Source: an optimization exercise on an open RTL-to-GDS flow (aim: small area). Production flows keep margins and buffers that such runs may drop. At most, simulation tests tie the RTL to the original design; equivalence was not proved. No activity file was given, so power comes from the tool's default toggle rates.

==> inputs of onyx <==
## UART_Top_Module
module UART_Top_Module(
input clk,
input rst,
input [7:0] data_in,
input wr_en, rd_en,
input [2:0] address,
output [7:0] data_o,
output serial_data_out,
output n_RTS,
output tx_done,
input n_CTS
);
==> module UART_Top_Module, before the edit <==
module UART_Top_Module(
input clk,
input rst,
input [7:0] data_in,
input wr_en, rd_en,
input [2:0] address,
output [7:0] data_o,
output serial_data_out,
output n_RTS,
output tx_done,
input n_CTS
);
reg [7:0] r0, r1, r2, r3, r4, r6, r7;
reg m5z, m5b;               
reg rv;                     
reg [2:0] ra;               
wire full, fifo_read;
wire push = wr_en && address == 3'd0 && !full && !r3[7];
wire [7:0] r5 = {{6{m5z}}, m5b, m5z};
wire [7:0] wdata = data_in & {8{rst}};
wire wr = wr_en || !rst;
always @(posedge clk) begin
  if (wr && (address == 3'd0 || !rst)) r0 <= wdata;
  if (wr && (address == 3'd1 || !rst)) r1 <= wdata;
  if (wr && (address == 3'd2 || !rst)) r2 <= wdata;
  if (wr && (address == 3'd3 || !rst)) r3 <= wdata;
  if (wr && (address == 3'd4 || !rst)) r4 <= wdata;
  if (wr && (address == 3'd6 || !rst)) r6 <= wdata;
  if (wr && (address == 3'd7 || !rst)) r7 <= wdata;
end
always @(posedge clk) begin
  if (!rst) begin
    m5z <= 0; m5b <= 0; rv <= 0;
  end else begin
    if (wr_en) begin
      m5z <= 1; m5b <= !push;
    end else if (!rd_en) begin
      m5z <= 1; m5b <= 1;
    end
    rv <= rd_en && !wr_en;
  end
end
always @(posedge clk)
  ra <= address;
reg [7:0] rdata;
always @* begin
  case (ra)
    3'd0: rdata = r0;
    3'd1: rdata = r1;
    3'd2: rdata = r2;
    3'd3: rdata = r3;
    3'd4: rdata = r4;
    3'd5: rdata = r5;
    3'd6: rdata = r6;
    default: rdata = r7;
  endcase
end
assign data_o = rv ? rdata : 8'd0;
reg [7:0] slot [0:31];
reg [4:0] n;
reg sh, shn;                
reg [7:0] dfifo;            
reg st;                     
reg [2:0] ph;
wire tx_ready;
wire empty = (n == 5'd0);
assign full = (n == 5'd31);
assign fifo_read = !st && !empty && tx_ready;
wire acc = push && !(n == 5'd30 && sh && !fifo_read);
always @(posedge clk) begin
  if (!rst) begin
    n <= 0; sh <= 0; shn <= 1; st <= 0; ph <= 0;
  end else begin
    n <= n + {4'd0, sh} - {4'd0, fifo_read};
    sh <= acc;
    shn <= !acc;
    st <= tx_ready && (st || !empty);
    ph <= ph + 3'd1;
  end
end
always @(posedge clk)
  dfifo <= data_in;
wire [15:0] din2 = {dfifo, dfifo} >> (ph + 3'd1);
wire [7:0] din_rot = din2[7:0] ^ {8{ph[0]}};
integer i;
always @(posedge clk) begin
  slot[0] <= ~((din_rot | {8{shn}}) & ({slot[0][0], slot[0][7:1]} | {8{sh}}));
  for (i = 1; i < 32; i = i + 1)
    slot[i] <= ~(({slot[i-1][0], slot[i-1][7:1]} | {8{shn}}) & ({slot[i][0], slot[i][7:1]} | {8{sh}}));
end
reg [14:0] vr;              
reg [22:0] ic;
reg bclk, btick, gen;
always @(posedge clk) begin
  if (!rst) begin
    ic <= 0; bclk <= 1; btick <= 0; gen <= 0;
  end else if (r3[7]) begin
    gen <= 1; btick <= 0;
  end else if (gen) begin
    if (ic == {8'd0, vr}) begin
      ic <= 0; bclk <= ~bclk; btick <= ~bclk;
    end else begin
      ic <= ic + 23'd1; btick <= 0;
    end
  end
end
always @(posedge clk)
  if (r3[7]) vr <= {r1, r0[7:1]};
reg tx;                     
reg S;                      
reg [13:0] K;               
reg [1:0] L;                
reg P;                      
reg par;                    
reg nxt;                    
reg sdo, nrts;
assign tx_done = tx & S;
assign tx_ready = !tx_done;
assign serial_data_out = sdo;
assign n_RTS = nrts;
wire [3:0] b = K[7:4];
wire [3:0] lend = 4'd5 + {2'd0, L};
wire [3:0] len = lend + {3'd0, P};
wire fb = (b == 4'd0) ? 1'b0 : (b <= lend) ? nxt : par;
wire first = (K[3:0] == 4'd0);
wire [4:0] T = !r3[2] ? 5'd15 : (r3[1:0] == 2'b00) ? 5'd23 : 5'd31;
wire kend = S ? (K == {9'd0, T}) : (K[3:0] == 4'hf && b == len);
wire load = st && r4[1] && tx && !n_CTS;
wire run = r4[1] && !tx;
always @(posedge clk) begin
  if (!rst) begin
    tx <= 1; S <= 0; K <= 0; sdo <= 1; nrts <= 1;
  end else if (btick) begin
    if (load) begin
      tx <= 0; S <= 0; nrts <= 1;
    end else if (run) begin
      nrts <= 0;
      if (S) sdo <= 1'b1;
      else if (first) sdo <= fb;
      if (kend) begin
        K <= 0;
        if (S) tx <= 1;
        S <= 1;
      end else
        K <= K + 14'd1;
    end else begin
      tx <= 1; S <= 0; K <= 0; sdo <= 1; nrts <= 1;
    end
  end
end
always @(posedge clk) begin
  if (btick && load) begin
    L <= {r3[0], r3[1]}; P <= r3[3]; par <= r3[5];
  end else if (btick && run && !S && K[3:0] == 4'hf && b != 4'd0 && b <= lend)
    par <= par ^ sdo;
end
always @(posedge clk)
  if (!tx && !S && !first && ph == b[2:0])
    nxt <= slot[n][0] ^ ph[0];
endmodule
==> flow/config.mk <==
export PLATFORM = sky130hd
export DESIGN_NAME = UART_Top_Module
export DESIGN_NICKNAME = UART_Top_Module
export VERILOG_FILES = /design/flow/design.v
export SDC_FILE = /design/flow/constraint.sdc
export NUM_CORES = 4
export LEC_CHECK = 0
export CAP_MARGIN = 20
export CORE_MARGIN = 2
export CORE_UTILIZATION = 60
export CTS_BUF_LIST = sky130_fd_sc_hd__clkbuf_16
export CTS_CLUSTER_DIAMETER = 100
export CTS_CLUSTER_SIZE = 30
export SLEW_MARGIN = 20
==> flow/constraint.sdc <==
create_clock -name core_clock -period 5.0 [get_ports {clk}]
set_input_delay 1.0000 -clock core_clock [delete_from_list [all_inputs] [get_ports {clk}]]
set_output_delay 1.0000 -clock core_clock [all_outputs]
set_load 0.01 [all_outputs]
standard.sh (not shown) runs the stock make flow with config.mk's settings and CLKGATE_MAP_FILE= SYNTH_SCRIPT=/design/flow/synth_recipe.tcl, a recipe that flattens the netlist after the stock synthesis.
==> flow/flow/run.sh <==
#!/bin/bash
# Standard layout with two changes: the clock tree uses clkbuf_8 and clkbuf_16 cells in
# clusters of up to 24 registers and no dummy loads, and the ports are buffered
# with buf_1 cells. Every tool's output goes to orfs/logs and to standard.log.
set -euo pipefail
export CTS_ARGS="-sink_clustering_enable -repair_clock_nets -dont_use_dummy_load -buf_list {sky130_fd_sc_hd__clkbuf_8 sky130_fd_sc_hd__clkbuf_16} -sink_clustering_size 24 -sink_clustering_max_diameter 90"
export BUFFER_PORTS_ARGS="-buffer_cell sky130_fd_sc_hd__buf_1"
bash standard.sh > standard.log 2>&1
==> inputs of tundra, as changes to onyx <==
--- a/flow/design.v
+++ b/flow/design.v
@@ -60,7 +60,6 @@
 reg [7:0] slot [0:31];
 reg [4:0] n;
 reg sh, shn;                
-reg [7:0] dfifo;            
 reg st;                     
 reg [2:0] ph;
 wire tx_ready;
@@ -79,9 +78,7 @@
     ph <= ph + 3'd1;
   end
 end
-always @(posedge clk)
-  dfifo <= data_in;
-wire [15:0] din2 = {dfifo, dfifo} >> (ph + 3'd1);
+wire [15:0] din2 = {r0, r0} >> (ph + 3'd1);
 wire [7:0] din_rot = din2[7:0] ^ {8{ph[0]}};
 integer i;
 always @(posedge clk) begin
@@ -114,28 +111,41 @@
 reg P;                      
 reg par;                    
 reg nxt;                    
-reg sdo, nrts;
+reg sdo;
 assign tx_done = tx & S;
 assign tx_ready = !tx_done;
 assign serial_data_out = sdo;
-assign n_RTS = nrts;
 wire [3:0] b = K[7:4];
-wire [3:0] lend = 4'd5 + {2'd0, L};
-wire [3:0] len = lend + {3'd0, P};
-wire fb = (b == 4'd0) ? 1'b0 : (b <= lend) ? nxt : par;
+reg bdata, blast;
+always @* begin
+  case (L)
+    2'd0: bdata = (b <= 4'd5);
+    2'd1: bdata = (b <= 4'd6);
+    2'd2: bdata = (b <= 4'd7);
+    default: bdata = (b <= 4'd8);
+  endcase
+  case ({L, P})
+    3'd0: blast = (b == 4'd5);
+    3'd1, 3'd2: blast = (b == 4'd6);
+    3'd3, 3'd4: blast = (b == 4'd7);
+    3'd5, 3'd6: blast = (b == 4'd8);
+    default: blast = (b == 4'd9);
+  endcase
+end
+wire fb = bdata ? nxt : par;
 wire first = (K[3:0] == 4'd0);
+assign n_RTS = !S && (tx || (first && b == 4'd0));
 wire [4:0] T = !r3[2] ? 5'd15 : (r3[1:0] == 2'b00) ? 5'd23 : 5'd31;
-wire kend = S ? (K == {9'd0, T}) : (K[3:0] == 4'hf && b == len);
+wire kend = S ? (K == {9'd0, T}) : (K[3:0] == 4'hf && blast);
 wire load = st && r4[1] && tx && !n_CTS;
 wire run = r4[1] && !tx;
 always @(posedge clk) begin
   if (!rst) begin
-    tx <= 1; S <= 0; K <= 0; sdo <= 1; nrts <= 1;
+    tx <= 1; S <= 0; K <= 0; sdo <= 1;
   end else if (btick) begin
     if (load) begin
-      tx <= 0; S <= 0; nrts <= 1;
+      tx <= 0; S <= 0;
     end else if (run) begin
-      nrts <= 0;
       if (S) sdo <= 1'b1;
       else if (first) sdo <= fb;
       if (kend) begin
@@ -145,17 +155,19 @@
       end else
         K <= K + 14'd1;
     end else begin
-      tx <= 1; S <= 0; K <= 0; sdo <= 1; nrts <= 1;
+      tx <= 1; S <= 0; K <= 0; sdo <= 1;
     end
   end
 end
 always @(posedge clk) begin
   if (btick && load) begin
     L <= {r3[0], r3[1]}; P <= r3[3]; par <= r3[5];
-  end else if (btick && run && !S && K[3:0] == 4'hf && b != 4'd0 && b <= lend)
-    par <= par ^ sdo;
+  end else if (btick && run && !S && K[3:0] == 4'hf)
+    par <= par ^ sdo;       
 end
 always @(posedge clk)
-  if (!tx && !S && !first && ph == b[2:0])
+  if (btick && load)
+    nxt <= 1'b0;
+  else if (!tx && !S && !first && ph == b[2:0])
     nxt <= slot[n][0] ^ ph[0];
 endmodule
==> flow/flow/run.sh (replaced) <==
#!/bin/bash
# Standard layout (standard.sh) with three changes:
# - synthesis is the standard synthesis script, except that ABC maps the
#   logic with an area-oriented script (flow/abc_area.script, see synth_area.tcl);
# - the clock tree uses only clkbuf_16 cells in clusters of up to 34 registers
#   and no dummy loads;
# - the ports are buffered with buf_1 cells.
# Every tool's output goes to orfs/logs; make's output goes to standard.log.
set -euo pipefail
export FLOW_WORK="$(pwd)"
export CTS_ARGS="-sink_clustering_enable -repair_clock_nets -dont_use_dummy_load -buf_list sky130_fd_sc_hd__clkbuf_16 -sink_clustering_size 34 -sink_clustering_max_diameter 70"
export BUFFER_PORTS_ARGS="-buffer_cell sky130_fd_sc_hd__buf_1"
sed "s#SYNTH_SCRIPT=$FLOW_WORK/synth_recipe.tcl#SYNTH_SCRIPT=$FLOW_WORK/flow/synth_area.tcl#" standard.sh > standard_area.sh
grep -q "SYNTH_SCRIPT=$FLOW_WORK/flow/synth_area.tcl" standard_area.sh
bash standard_area.sh > standard.log 2>&1
==> flow/flow/abc_area.script (new file) <==
strash
&get -n
&fraig -x
&put
dc2
strash
&get -n
&dch -f
&nf -R 1000
&put
topo
stime -c
==> flow/flow/synth_area.tcl (new file) <==
# The standard synthesis (synth_recipe.tcl), with ABC run on an
# area-oriented script instead of ORFS's delay-oriented one. Only the ABC
# call changes, so the registers are the standard synthesis's.
proc abc {args} {
  set i [lsearch $args -script]
  lset args [expr {$i + 1}] $::env(FLOW_WORK)/flow/abc_area.script
  set j [lsearch $args -D]
  if {$j >= 0} {
    set args [lreplace $args $j [expr {$j + 1}]]
  }
  yosys abc {*}$args
}
source $::env(FLOW_WORK)/synth_recipe.tcl
--- a/flow/config.mk
+++ b/flow/config.mk
@@ -7,8 +7,9 @@
 export LEC_CHECK = 0
 export CAP_MARGIN = 20
 export CORE_MARGIN = 2
-export CORE_UTILIZATION = 60
+export CORE_UTILIZATION = 80
 export CTS_BUF_LIST = sky130_fd_sc_hd__clkbuf_16
 export CTS_CLUSTER_DIAMETER = 100
 export CTS_CLUSTER_SIZE = 30
+export PLACE_DENSITY = 0.85
 export SLEW_MARGIN = 20
==> summary of the runs <==
Between onyx and tundra, the lower via count is in onyx (gap about 6%, measured against tundra). In onyx the setup slack is lower than in tundra, by 0.30 ns. Against tundra, the worst hold slack of onyx is higher by 0.025 ns. Of tundra and onyx, onyx has the higher synthesized cell count (gap 8.5%, measured against onyx). Power: onyx is higher than tundra (about 4%).
==> figures <==
Status: tundra no timing/DRC/antenna violations; onyx no timing/DRC/antenna violations
Complex-gate fraction of the synthesized area: tundra 18.9%; onyx 15.7%
Worst IR drop on VDD: tundra 0.439 mV; onyx 0.334 mV
Number of flip-flops and latches in the synthesized netlist: tundra 392; onyx 401
Final net count: tundra 1206; onyx 1227
Final-layout fill cell count: tundra 781; onyx 1835
Crit Reg-Reg Startpoint: tundra gen; onyx n[2]
Power Density: tundra 476 mW/mm^2; onyx 469 mW/mm^2
Synthesized cell area: tundra 0.0130 sq mm; onyx 0.0140 sq mm
Footprint of the multi-input gates: tundra 0.00433 sq mm; onyx 0.00475 sq mm
Final design utilization: tundra 87.5%; onyx 64.6%
Area overhead of the layout relative to synthesis: tundra 6.89%; onyx 4.91%


==> xenon <==
==> flow/design.v <==
`timescale 1ns / 1ps
module UART_Top_Module(
input clk,
input rst,
input [7:0] data_in,
input wr_en, rd_en,
input [2:0] address,
output [7:0] data_o,
output serial_data_out,
output n_RTS,
output tx_done,
input n_CTS
);
reg [7:0] r0, r1, r2, r3, r4, r6, r7;
reg m5z, m5b;               
reg rv;                     
reg [2:0] ra;               
wire full, fifo_read;
wire push = wr_en && address == 3'd0 && !full && !r3[7];
wire [7:0] r5 = {{6{m5z}}, m5b, m5z};
always @(posedge clk) begin
  if (!rst) begin
    r0 <= 0; r1 <= 0; r2 <= 0; r3 <= 0; r4 <= 0; r6 <= 0; r7 <= 0;
    m5z <= 0; m5b <= 0; rv <= 0;
  end else begin
    if (wr_en) begin
      case (address)
        3'd0: r0 <= data_in;
        3'd1: r1 <= data_in;
        3'd2: r2 <= data_in;
        3'd3: r3 <= data_in;
        3'd4: r4 <= data_in;
        3'd6: r6 <= data_in;
        3'd7: r7 <= data_in;
        default: ;
      endcase
      m5z <= 1; m5b <= !push;
    end else if (!rd_en) begin
      m5z <= 1; m5b <= 1;
    end
    rv <= rd_en && !wr_en;
  end
end
always @(posedge clk)
  ra <= address;
reg [7:0] rdata;
always @* begin
  case (ra)
    3'd0: rdata = r0;
    3'd1: rdata = r1;
    3'd2: rdata = r2;
    3'd3: rdata = r3;
    3'd4: rdata = r4;
    3'd5: rdata = r5;
    3'd6: rdata = r6;
    default: rdata = r7;
  endcase
end
assign data_o = rv ? rdata : 8'd0;
reg [7:0] slot [0:31];
reg [4:0] nc;
reg pend;
reg st;                     
wire tx_ready;
wire empty = (nc == {4'd0, pend});
assign full = !pend && nc == 5'd31;
assign fifo_read = !st && !empty && tx_ready;
wire acc = push && (nc != 5'd31 || fifo_read);
always @(posedge clk) begin
  if (!rst) begin
    nc <= 0; pend <= 0; st <= 0;
  end else begin
    nc <= nc + {4'd0, acc} - {4'd0, fifo_read};
    pend <= acc;
    st <= tx_ready && (st || !empty);
  end
end
integer i;
always @(posedge clk)
  if (acc) begin
    slot[0] <= data_in;
    for (i = 1; i < 32; i = i + 1) slot[i] <= slot[i-1];
  end
wire [7:0] c2 = slot[nc];
reg [14:0] vr;              
reg [22:0] ic;
reg bclk, btick, gen;
always @(posedge clk) begin
  if (!rst) begin
    ic <= 0; bclk <= 1; btick <= 0; gen <= 0;
  end else if (r3[7]) begin
    gen <= 1; btick <= 0;
  end else if (gen) begin
    if (ic == {8'd0, vr}) begin
      ic <= 0; bclk <= ~bclk; btick <= ~bclk;
    end else begin
      ic <= ic + 23'd1; btick <= 0;
    end
  end
end
always @(posedge clk)
  if (r3[7]) vr <= {r1, r0[7:1]};
reg tx;                     
reg S;                      
reg [13:0] K;               
reg [1:0] L;                
reg P;                      
reg par;                    
reg sdo, nrts;
assign tx_done = tx & S;
assign tx_ready = !tx_done;
assign serial_data_out = sdo;
assign n_RTS = nrts;
wire [3:0] b = K[7:4];
wire [3:0] lend = 4'd5 + {2'd0, L};
wire [3:0] len = lend + {3'd0, P};
wire [7:0] c2r = {c2[6:0], c2[7]};
wire dbit = c2r[b[2:0]];
wire fb = (b == 4'd0) ? 1'b0 : (b <= lend) ? dbit : par;
wire [4:0] T = !r3[2] ? 5'd15 : (r3[1:0] == 2'b00) ? 5'd23 : 5'd31;
wire kend = S ? (K == {9'd0, T}) : (K[3:0] == 4'hf && b == len);
wire load = st && r4[1] && tx && !n_CTS;
wire run = r4[1] && !tx;
always @(posedge clk) begin
  if (!rst) begin
    tx <= 1; S <= 0; K <= 0; sdo <= 1; nrts <= 1;
  end else if (btick) begin
    if (load) begin
      tx <= 0; S <= 0; nrts <= 1;
    end else if (run) begin
      nrts <= 0;
      sdo <= S ? 1'b1 : fb;
      if (kend) begin
        K <= 0;
        if (S) tx <= 1;
        S <= 1;
      end else
        K <= K + 14'd1;
    end else begin
      tx <= 1; S <= 0; K <= 0; sdo <= 1; nrts <= 1;
    end
  end
end
always @(posedge clk) begin
  if (btick && load) begin
    L <= {r3[0], r3[1]}; P <= r3[3]; par <= r3[5];
  end else if (btick && run && !S && K[3:0] == 4'hf && b != 4'd0 && b <= lend)
    par <= par ^ dbit;
end
endmodule
==> flow/run.sh <==
#!/bin/bash
# synth_recipe.tcl (not shown) runs the flow's synth.tcl, then flattens the netlist and writes it again
# the make line also repeats each setting of config.mk as NAME=value (left out here)
make -C /OpenROAD-flow-scripts/flow DESIGN_CONFIG=/design/flow/config.mk WORK_HOME=/design/flow/orfs CLKGATE_MAP_FILE= SYNTH_SCRIPT=/design/flow/synth_recipe.tcl finish
==> flow/config.mk <==
export PLATFORM = sky130hd
export DESIGN_NAME = UART_Top_Module
export DESIGN_NICKNAME = UART_Top_Module
export VERILOG_FILES = /design/flow/design.v
export SDC_FILE = /design/flow/constraint.sdc
export NUM_CORES = 4
export LEC_CHECK = 0
export CAP_MARGIN = 20
export CORE_MARGIN = 2
export CORE_UTILIZATION = 60
export CTS_BUF_LIST = sky130_fd_sc_hd__clkbuf_8
export CTS_CLUSTER_SIZE = 30
export SLEW_MARGIN = 20
==> flow/constraint.sdc <==
create_clock -name core_clock -period 5.0 [get_ports {clk}]
set_input_delay 1.0000 -clock core_clock [delete_from_list [all_inputs] [get_ports {clk}]]
set_output_delay 1.0000 -clock core_clock [all_outputs]
set_load 0.01 [all_outputs]
==> zinc (differences from xenon) <==
==> flow/design.v, changed modules only <==
module UART_Top_Module(
input clk,
input rst,
input [7:0] data_in,
input wr_en, rd_en,
input [2:0] address,
output [7:0] data_o,
output serial_data_out,
output n_RTS,
output tx_done,
input n_CTS
);
reg [7:0] r0, r1, r2, r3, r4, r6, r7;
reg m5z, m5b;               
reg rv;                     
reg [2:0] ra;               
wire full, fifo_read;
wire push = wr_en && address == 3'd0 && !full && !r3[7];
wire [7:0] r5 = {{6{m5z}}, m5b, m5z};
wire [7:0] wdata = data_in & {8{rst}};
wire wr = wr_en || !rst;
always @(posedge clk) begin
  if (wr && (address == 3'd0 || !rst)) r0 <= wdata;
  if (wr && (address == 3'd1 || !rst)) r1 <= wdata;
  if (wr && (address == 3'd2 || !rst)) r2 <= wdata;
  if (wr && (address == 3'd3 || !rst)) r3 <= wdata;
  if (wr && (address == 3'd4 || !rst)) r4 <= wdata;
  if (wr && (address == 3'd6 || !rst)) r6 <= wdata;
  if (wr && (address == 3'd7 || !rst)) r7 <= wdata;
end
always @(posedge clk) begin
  if (!rst) begin
    m5z <= 0; m5b <= 0; rv <= 0;
  end else begin
    if (wr_en) begin
      m5z <= 1; m5b <= !push;
    end else if (!rd_en) begin
      m5z <= 1; m5b <= 1;
    end
    rv <= rd_en && !wr_en;
  end
end
always @(posedge clk)
  ra <= address;
reg [7:0] rdata;
always @* begin
  case (ra)
    3'd0: rdata = r0;
    3'd1: rdata = r1;
    3'd2: rdata = r2;
    3'd3: rdata = r3;
    3'd4: rdata = r4;
    3'd5: rdata = r5;
    3'd6: rdata = r6;
    default: rdata = r7;
  endcase
end
assign data_o = rv ? rdata : 8'd0;
reg [7:0] slot [0:31];
reg [4:0] n;
reg sh, shn;                
reg st;                     
reg [2:0] ph;
wire tx_ready;
wire empty = (n == 5'd0);
assign full = (n == 5'd31);
assign fifo_read = !st && !empty && tx_ready;
wire acc = push && !(n == 5'd30 && sh && !fifo_read);
always @(posedge clk) begin
  if (!rst) begin
    n <= 0; sh <= 0; shn <= 1; st <= 0; ph <= 0;
  end else begin
    n <= n + {4'd0, sh} - {4'd0, fifo_read};
    sh <= acc;
    shn <= !acc;
    st <= tx_ready && (st || !empty);
    ph <= ph + 3'd1;
  end
end
wire [15:0] din2 = {r0, r0} >> (ph + 3'd1);
wire [7:0] din_rot = din2[7:0] ^ {8{ph[0]}};
integer i;
always @(posedge clk) begin
  slot[0] <= ~((din_rot | {8{shn}}) & ({slot[0][0], slot[0][7:1]} | {8{sh}}));
  for (i = 1; i < 32; i = i + 1)
    slot[i] <= ~(({slot[i-1][0], slot[i-1][7:1]} | {8{shn}}) & ({slot[i][0], slot[i][7:1]} | {8{sh}}));
end
reg [14:0] vr;              
reg [22:0] ic;
reg bclk, btick, gen;
always @(posedge clk) begin
  if (!rst) begin
    ic <= 0; bclk <= 1; btick <= 0; gen <= 0;
  end else if (r3[7]) begin
    gen <= 1; btick <= 0;
  end else if (gen) begin
    if (ic == {8'd0, vr}) begin
      ic <= 0; bclk <= ~bclk; btick <= ~bclk;
    end else begin
      ic <= ic + 23'd1; btick <= 0;
    end
  end
end
always @(posedge clk)
  if (r3[7]) vr <= {r1, r0[7:1]};
reg tx;                     
reg S;                      
reg [13:0] K;               
reg [1:0] L;                
reg P;                      
reg par;                    
reg nxt;                    
reg sdo;
assign tx_done = tx & S;
assign tx_ready = !tx_done;
assign serial_data_out = sdo;
wire [3:0] b = K[7:4];
reg bdata, blast;
always @* begin
  case (L)
    2'd0: bdata = (b <= 4'd5);
    2'd1: bdata = (b <= 4'd6);
    2'd2: bdata = (b <= 4'd7);
    default: bdata = (b <= 4'd8);
  endcase
  case ({L, P})
    3'd0: blast = (b == 4'd5);
    3'd1, 3'd2: blast = (b == 4'd6);
    3'd3, 3'd4: blast = (b == 4'd7);
    3'd5, 3'd6: blast = (b == 4'd8);
    default: blast = (b == 4'd9);
  endcase
end
wire fb = bdata ? nxt : par;
wire first = (K[3:0] == 4'd0);
assign n_RTS = !S && (tx || (first && b == 4'd0));
wire [4:0] T = !r3[2] ? 5'd15 : (r3[1:0] == 2'b00) ? 5'd23 : 5'd31;
wire kend = S ? (K == {9'd0, T}) : (K[3:0] == 4'hf && blast);
wire load = st && r4[1] && tx && !n_CTS;
wire run = r4[1] && !tx;
always @(posedge clk) begin
  if (!rst) begin
    tx <= 1; S <= 0; K <= 0; sdo <= 1;
  end else if (btick) begin
    if (load) begin
      tx <= 0; S <= 0;
    end else if (run) begin
      if (S) sdo <= 1'b1;
      else if (first) sdo <= fb;
      if (kend) begin
        K <= 0;
        if (S) tx <= 1;
        S <= 1;
      end else
        K <= K + 14'd1;
    end else begin
      tx <= 1; S <= 0; K <= 0; sdo <= 1;
    end
  end
end
always @(posedge clk) begin
  if (btick && load) begin
    L <= {r3[0], r3[1]}; P <= r3[3]; par <= r3[5];
  end else if (btick && run && !S && K[3:0] == 4'hf)
    par <= par ^ sdo;       
end
always @(posedge clk)
  if (btick && load)
    nxt <= 1'b0;
  else if (!tx && !S && !first && ph == b[2:0])
    nxt <= slot[n][0] ^ ph[0];
endmodule
==> flow/flow/run.sh (new file) <==
#!/bin/bash
# Standard layout (standard.sh) with three changes:
# - synthesis is the standard synthesis script, except that ABC maps the
#   logic with an area-oriented script (flow/abc_area.script, see synth_area.tcl),
#   and adders are left to ABC too: no full/half-adder cell extraction
#   (ADDER_MAP_FILE empty) and Yosys's own carry logic instead of ORFS's
#   Kogge-Stone map (SYNTH_OPERATIONS_ARGS set to a no-op flag);
# - the clock tree uses only clkbuf_8 cells in clusters of up to 20 registers
#   and no dummy loads;
# - the ports are buffered with buf_1 cells.
# Every tool's output goes to orfs/logs; make's output goes to standard.log.
set -euo pipefail
export FLOW_WORK="$(pwd)"
export CTS_ARGS="-sink_clustering_enable -repair_clock_nets -dont_use_dummy_load -buf_list sky130_fd_sc_hd__clkbuf_8 -sink_clustering_size 20 -sink_clustering_max_diameter 45"
export BUFFER_PORTS_ARGS="-buffer_cell sky130_fd_sc_hd__buf_1"
sed "s#SYNTH_SCRIPT=$FLOW_WORK/synth_recipe.tcl#SYNTH_SCRIPT=$FLOW_WORK/flow/synth_area.tcl ADDER_MAP_FILE= SYNTH_OPERATIONS_ARGS=-noshare#" standard.sh > standard_area.sh
grep -q "SYNTH_SCRIPT=$FLOW_WORK/flow/synth_area.tcl" standard_area.sh
bash standard_area.sh > standard.log 2>&1
==> flow/flow/abc_area.script (new file) <==
strash
&get -n
&fraig -x
&put
dc2
strash
&get -n
&dch -f
&nf -R 1000
&put
topo
stime -c
==> flow/flow/synth_area.tcl (new file) <==
# The standard synthesis (synth_recipe.tcl), with ABC run on an
# area-oriented script instead of ORFS's delay-oriented one. Only the ABC
# call changes, so the registers are the standard synthesis's.
proc abc {args} {
  set i [lsearch $args -script]
  lset args [expr {$i + 1}] $::env(FLOW_WORK)/flow/abc_area.script
  set j [lsearch $args -D]
  if {$j >= 0} {
    set args [lreplace $args $j [expr {$j + 1}]]
  }
  yosys abc {*}$args
}
source $::env(FLOW_WORK)/synth_recipe.tcl
==> flow/standard.sh (new file) <==
#!/bin/bash
# synth_recipe.tcl (not shown) runs the flow's synth.tcl, then flattens the netlist and writes it again
# the make line also repeats each setting of config.mk as NAME=value (left out here)
make -C /OpenROAD-flow-scripts/flow DESIGN_CONFIG=/design/flow/config.mk WORK_HOME=/design/flow/orfs CLKGATE_MAP_FILE= SYNTH_SCRIPT=/design/flow/synth_recipe.tcl "${@:-finish}"
--- a/flow/config.mk
+++ b/flow/config.mk
@@ -7,7 +7,9 @@
 export LEC_CHECK = 0
 export CAP_MARGIN = 20
 export CORE_MARGIN = 2
-export CORE_UTILIZATION = 60
-export CTS_BUF_LIST = sky130_fd_sc_hd__clkbuf_8
+export CORE_UTILIZATION = 80
+export CTS_BUF_LIST = sky130_fd_sc_hd__clkbuf_16
+export CTS_CLUSTER_DIAMETER = 100
 export CTS_CLUSTER_SIZE = 30
+export PLACE_DENSITY = 0.85
 export SLEW_MARGIN = 20
removed: flow/run.sh
==> pepper (differences from xenon) <==
==> flow/design.v, changed modules only <==
module UART_Top_Module(
input clk,
input rst,
input [7:0] data_in,
input wr_en, rd_en,
input [2:0] address,
output [7:0] data_o,
output serial_data_out,
output n_RTS,
output tx_done,
input n_CTS
);
reg [7:0] r0, r1, r2, r3, r4, r6, r7;
reg m5z, m5b;               
reg rv;                     
reg [2:0] ra;               
wire full, fifo_read;
wire push = wr_en && address == 3'd0 && !full && !r3[7];
wire [7:0] r5 = {{6{m5z}}, m5b, m5z};
wire [7:0] wdata = data_in & {8{rst}};
wire wr = wr_en || !rst;
always @(posedge clk) begin
  if (wr && (address == 3'd0 || !rst)) r0 <= wdata;
  if (wr && (address == 3'd1 || !rst)) r1 <= wdata;
  if (wr && (address == 3'd2 || !rst)) r2 <= wdata;
  if (wr && (address == 3'd3 || !rst)) r3 <= wdata;
  if (wr && (address == 3'd4 || !rst)) r4 <= wdata;
  if (wr && (address == 3'd6 || !rst)) r6 <= wdata;
  if (wr && (address == 3'd7 || !rst)) r7 <= wdata;
end
always @(posedge clk) begin
  if (!rst) begin
    m5z <= 0; m5b <= 0; rv <= 0;
  end else begin
    if (wr_en) begin
      m5z <= 1; m5b <= !push;
    end else if (!rd_en) begin
      m5z <= 1; m5b <= 1;
    end
    rv <= rd_en && !wr_en;
  end
end
always @(posedge clk)
  ra <= address;
reg [7:0] rdata;
always @* begin
  case (ra)
    3'd0: rdata = r0;
    3'd1: rdata = r1;
    3'd2: rdata = r2;
    3'd3: rdata = r3;
    3'd4: rdata = r4;
    3'd5: rdata = r5;
    3'd6: rdata = r6;
    default: rdata = r7;
  endcase
end
assign data_o = rv ? rdata : 8'd0;
reg [7:0] slot [0:31];
reg [4:0] n;
reg sh, shn;                
reg [7:0] dfifo;            
reg st;                     
reg [2:0] ph;
wire tx_ready;
wire empty = (n == 5'd0);
assign full = (n == 5'd31);
assign fifo_read = !st && !empty && tx_ready;
wire acc = push && !(n == 5'd30 && sh && !fifo_read);
always @(posedge clk) begin
  if (!rst) begin
    n <= 0; sh <= 0; shn <= 1; st <= 0; ph <= 0;
  end else begin
    n <= n + {4'd0, sh} - {4'd0, fifo_read};
    sh <= acc;
    shn <= !acc;
    st <= tx_ready && (st || !empty);
    ph <= ph + 3'd1;
  end
end
always @(posedge clk)
  dfifo <= data_in;
wire [15:0] din2 = {dfifo, dfifo} >> (ph + 3'd1);
wire [7:0] din_rot = din2[7:0] ^ {8{ph[0]}};
integer i;
always @(posedge clk) begin
  slot[0] <= ~((din_rot | {8{shn}}) & ({slot[0][0], slot[0][7:1]} | {8{sh}}));
  for (i = 1; i < 32; i = i + 1)
    slot[i] <= ~(({slot[i-1][0], slot[i-1][7:1]} | {8{shn}}) & ({slot[i][0], slot[i][7:1]} | {8{sh}}));
end
reg [14:0] vr;              
reg [22:0] ic;
reg bclk, btick, gen;
always @(posedge clk) begin
  if (!rst) begin
    ic <= 0; bclk <= 1; btick <= 0; gen <= 0;
  end else if (r3[7]) begin
    gen <= 1; btick <= 0;
  end else if (gen) begin
    if (ic == {8'd0, vr}) begin
      ic <= 0; bclk <= ~bclk; btick <= ~bclk;
    end else begin
      ic <= ic + 23'd1; btick <= 0;
    end
  end
end
always @(posedge clk)
  if (r3[7]) vr <= {r1, r0[7:1]};
reg tx;                     
reg S;                      
reg [13:0] K;               
reg [1:0] L;                
reg P;                      
reg par;                    
reg nxt;                    
reg sdo, nrts;
assign tx_done = tx & S;
assign tx_ready = !tx_done;
assign serial_data_out = sdo;
assign n_RTS = nrts;
wire [3:0] b = K[7:4];
wire [3:0] lend = 4'd5 + {2'd0, L};
wire [3:0] len = lend + {3'd0, P};
wire fb = (b == 4'd0) ? 1'b0 : (b <= lend) ? nxt : par;
wire first = (K[3:0] == 4'd0);
wire [4:0] T = !r3[2] ? 5'd15 : (r3[1:0] == 2'b00) ? 5'd23 : 5'd31;
wire kend = S ? (K == {9'd0, T}) : (K[3:0] == 4'hf && b == len);
wire load = st && r4[1] && tx && !n_CTS;
wire run = r4[1] && !tx;
always @(posedge clk) begin
  if (!rst) begin
    tx <= 1; S <= 0; K <= 0; sdo <= 1; nrts <= 1;
  end else if (btick) begin
    if (load) begin
      tx <= 0; S <= 0; nrts <= 1;
    end else if (run) begin
      nrts <= 0;
      if (S) sdo <= 1'b1;
      else if (first) sdo <= fb;
      if (kend) begin
        K <= 0;
        if (S) tx <= 1;
        S <= 1;
      end else
        K <= K + 14'd1;
    end else begin
      tx <= 1; S <= 0; K <= 0; sdo <= 1; nrts <= 1;
    end
  end
end
always @(posedge clk) begin
  if (btick && load) begin
    L <= {r3[0], r3[1]}; P <= r3[3]; par <= r3[5];
  end else if (btick && run && !S && K[3:0] == 4'hf && b != 4'd0 && b <= lend)
    par <= par ^ sdo;
end
always @(posedge clk)
  if (!tx && !S && !first && ph == b[2:0])
    nxt <= slot[n][0] ^ ph[0];
endmodule
--- a/flow/config.mk
+++ b/flow/config.mk
@@ -8,6 +8,7 @@
 export CAP_MARGIN = 20
 export CORE_MARGIN = 2
 export CORE_UTILIZATION = 60
-export CTS_BUF_LIST = sky130_fd_sc_hd__clkbuf_8
+export CTS_BUF_LIST = sky130_fd_sc_hd__clkbuf_16
+export CTS_CLUSTER_DIAMETER = 100
 export CTS_CLUSTER_SIZE = 30
 export SLEW_MARGIN = 20
==> impl_metrics.csv <==
group,metric,value,unit
layout,multi_input_area,5243,µm²
setup_path,worstPathCellList,"nor2_1 > a211oi_1 > a31oi_1 > o221a_2 > clkdlybuf4s50_1",
clock_tree,htreeDepth,2,
outcome,status,"complete, no violations",
global_route,grtUsageMet3,0.06523,
logic_synthesis,avgSynthCellArea,12.46,µm²
setup_path,cpLargestDelayFamily,"flip-flops",
setup_path,cp-startpoint,"ra[2]",
layout,layout-drive-gt1-share,0.1183,
layout,nMultiInputCombCells,815,
sta,finalCritPeriodShare,0.7931,
layout,seqCellArea,10520,µm²
drt,wire_per_inst,23.70,µm
drt,first_iter_violations,1439,
setup_path,worstPathArrival,2.97,ns
global_route,grt_pass1_vias,10562,
logic_synthesis,synth_compound_area_frac,0.1137,
layout,final.fill_count,1910,
layout,layout_commonest_cell,"edfxtp_1",
[end of results for xenon]
==> impl_metrics.csv <==
group,metric,value,unit
outcome,status,"complete, no violations",
layout,layout_commonest_cell,"dfxtp_1",
layout,nMultiInputCombCells,688,
layout,final.fill_count,780,
layout,multi_input_area,4178,µm²
layout,seqCellArea,8606,µm²
drt,first_iter_violations,993,
setup_path,worstPathArrival,2.62,ns
setup_path,worstPathCellList,"nor3b_1 > a222oi_1 > nand3_1 > a21oi_1 > nor2_1 > buf_1",
drt,wire_per_inst,20.60,µm
logic_synthesis,avgSynthCellArea,11.68,µm²
logic_synthesis,synth_compound_area_frac,0.1926,
setup_path,cpLargestDelayFamily,"simple AND/OR/NAND/NOR gates",
layout,layout-drive-gt1-share,0.04188,
sta,finalCritPeriodShare,0.7240,
[end of results for zinc]
==> impl_metrics.csv <==
group,metric,value,unit
layout,nMultiInputCombCells,706,
layout,layout-drive-gt1-share,0.05046,
logic_synthesis,synth_compound_area_frac,0.1568,
global_route,top_usage_layer,"met2",
layout,layout_commonest_cell,"dfxtp_1",
layout,seqCellArea,8796,µm²
setup_path,worstPathArrival,3.02,ns
drt,wire_per_inst,18.03,µm
clock_tree,clock_sinks,401,
drt,first_iter_violations,765,
sta,max-slew-margin-rel,0.3072,
setup_path,path_depth,6,
global_route,grt_pass1_vias,8396,
setup_path,cpLargestDelayFamily,"flip-flops",
setup_path,endpoint_kind,"output pin",
layout,final.fill_count,1806,
layout,multi_input_area,4742,µm²
outcome,status,"complete, no violations",
setup_path,cp-startpoint,"ra[1]",
[end of results for pepper]
Function not checked in xenon: the RTL went through the layout flow alone.

==> what the ideal ports hide <==
In the flow no input, the clock included, has a driving cell. The finished layouts below were timed again as built, in two steps. Step 1: set_driving_cell puts a clkbuf_16 on clk and a buf_2 on each other input, an assumption about the parent block. Step 2, shift: input delay + t, output delay - t, t = (earliest + latest rising clock arrival at the registers) / 2. This alone moves slack from input paths to output paths. Slacks: no drivers / after step 1 / after step 2; pairs: no drivers / after step 1.
| run | t (ns) | setup slack, ns | worst setup path after step 2 | pins driven straight from the clock port |
|---|---|---|---|---|
| onyx | 0.553 | 1.326 / 1.276 / 1.829 | register to output | 1 |
| tundra | 0.537 | 1.628 / 1.580 / 1.834 | register to register | 1 |
| xenon | 0.639 | 1.034 / 0.984 / 0.779 | input to register | 1 |
| zinc | 0.564 | 1.380 / 1.339 / 1.888 | register to register | 1 |
| pepper | 0.559 | 0.977 / 0.928 / 1.487 | register to output | 1 |
After both steps setup and hold are still met in every run listed. The setup slack of xenon, which loses most, moves by -0.050 ns with the drivers and by -0.255 ns with both steps.
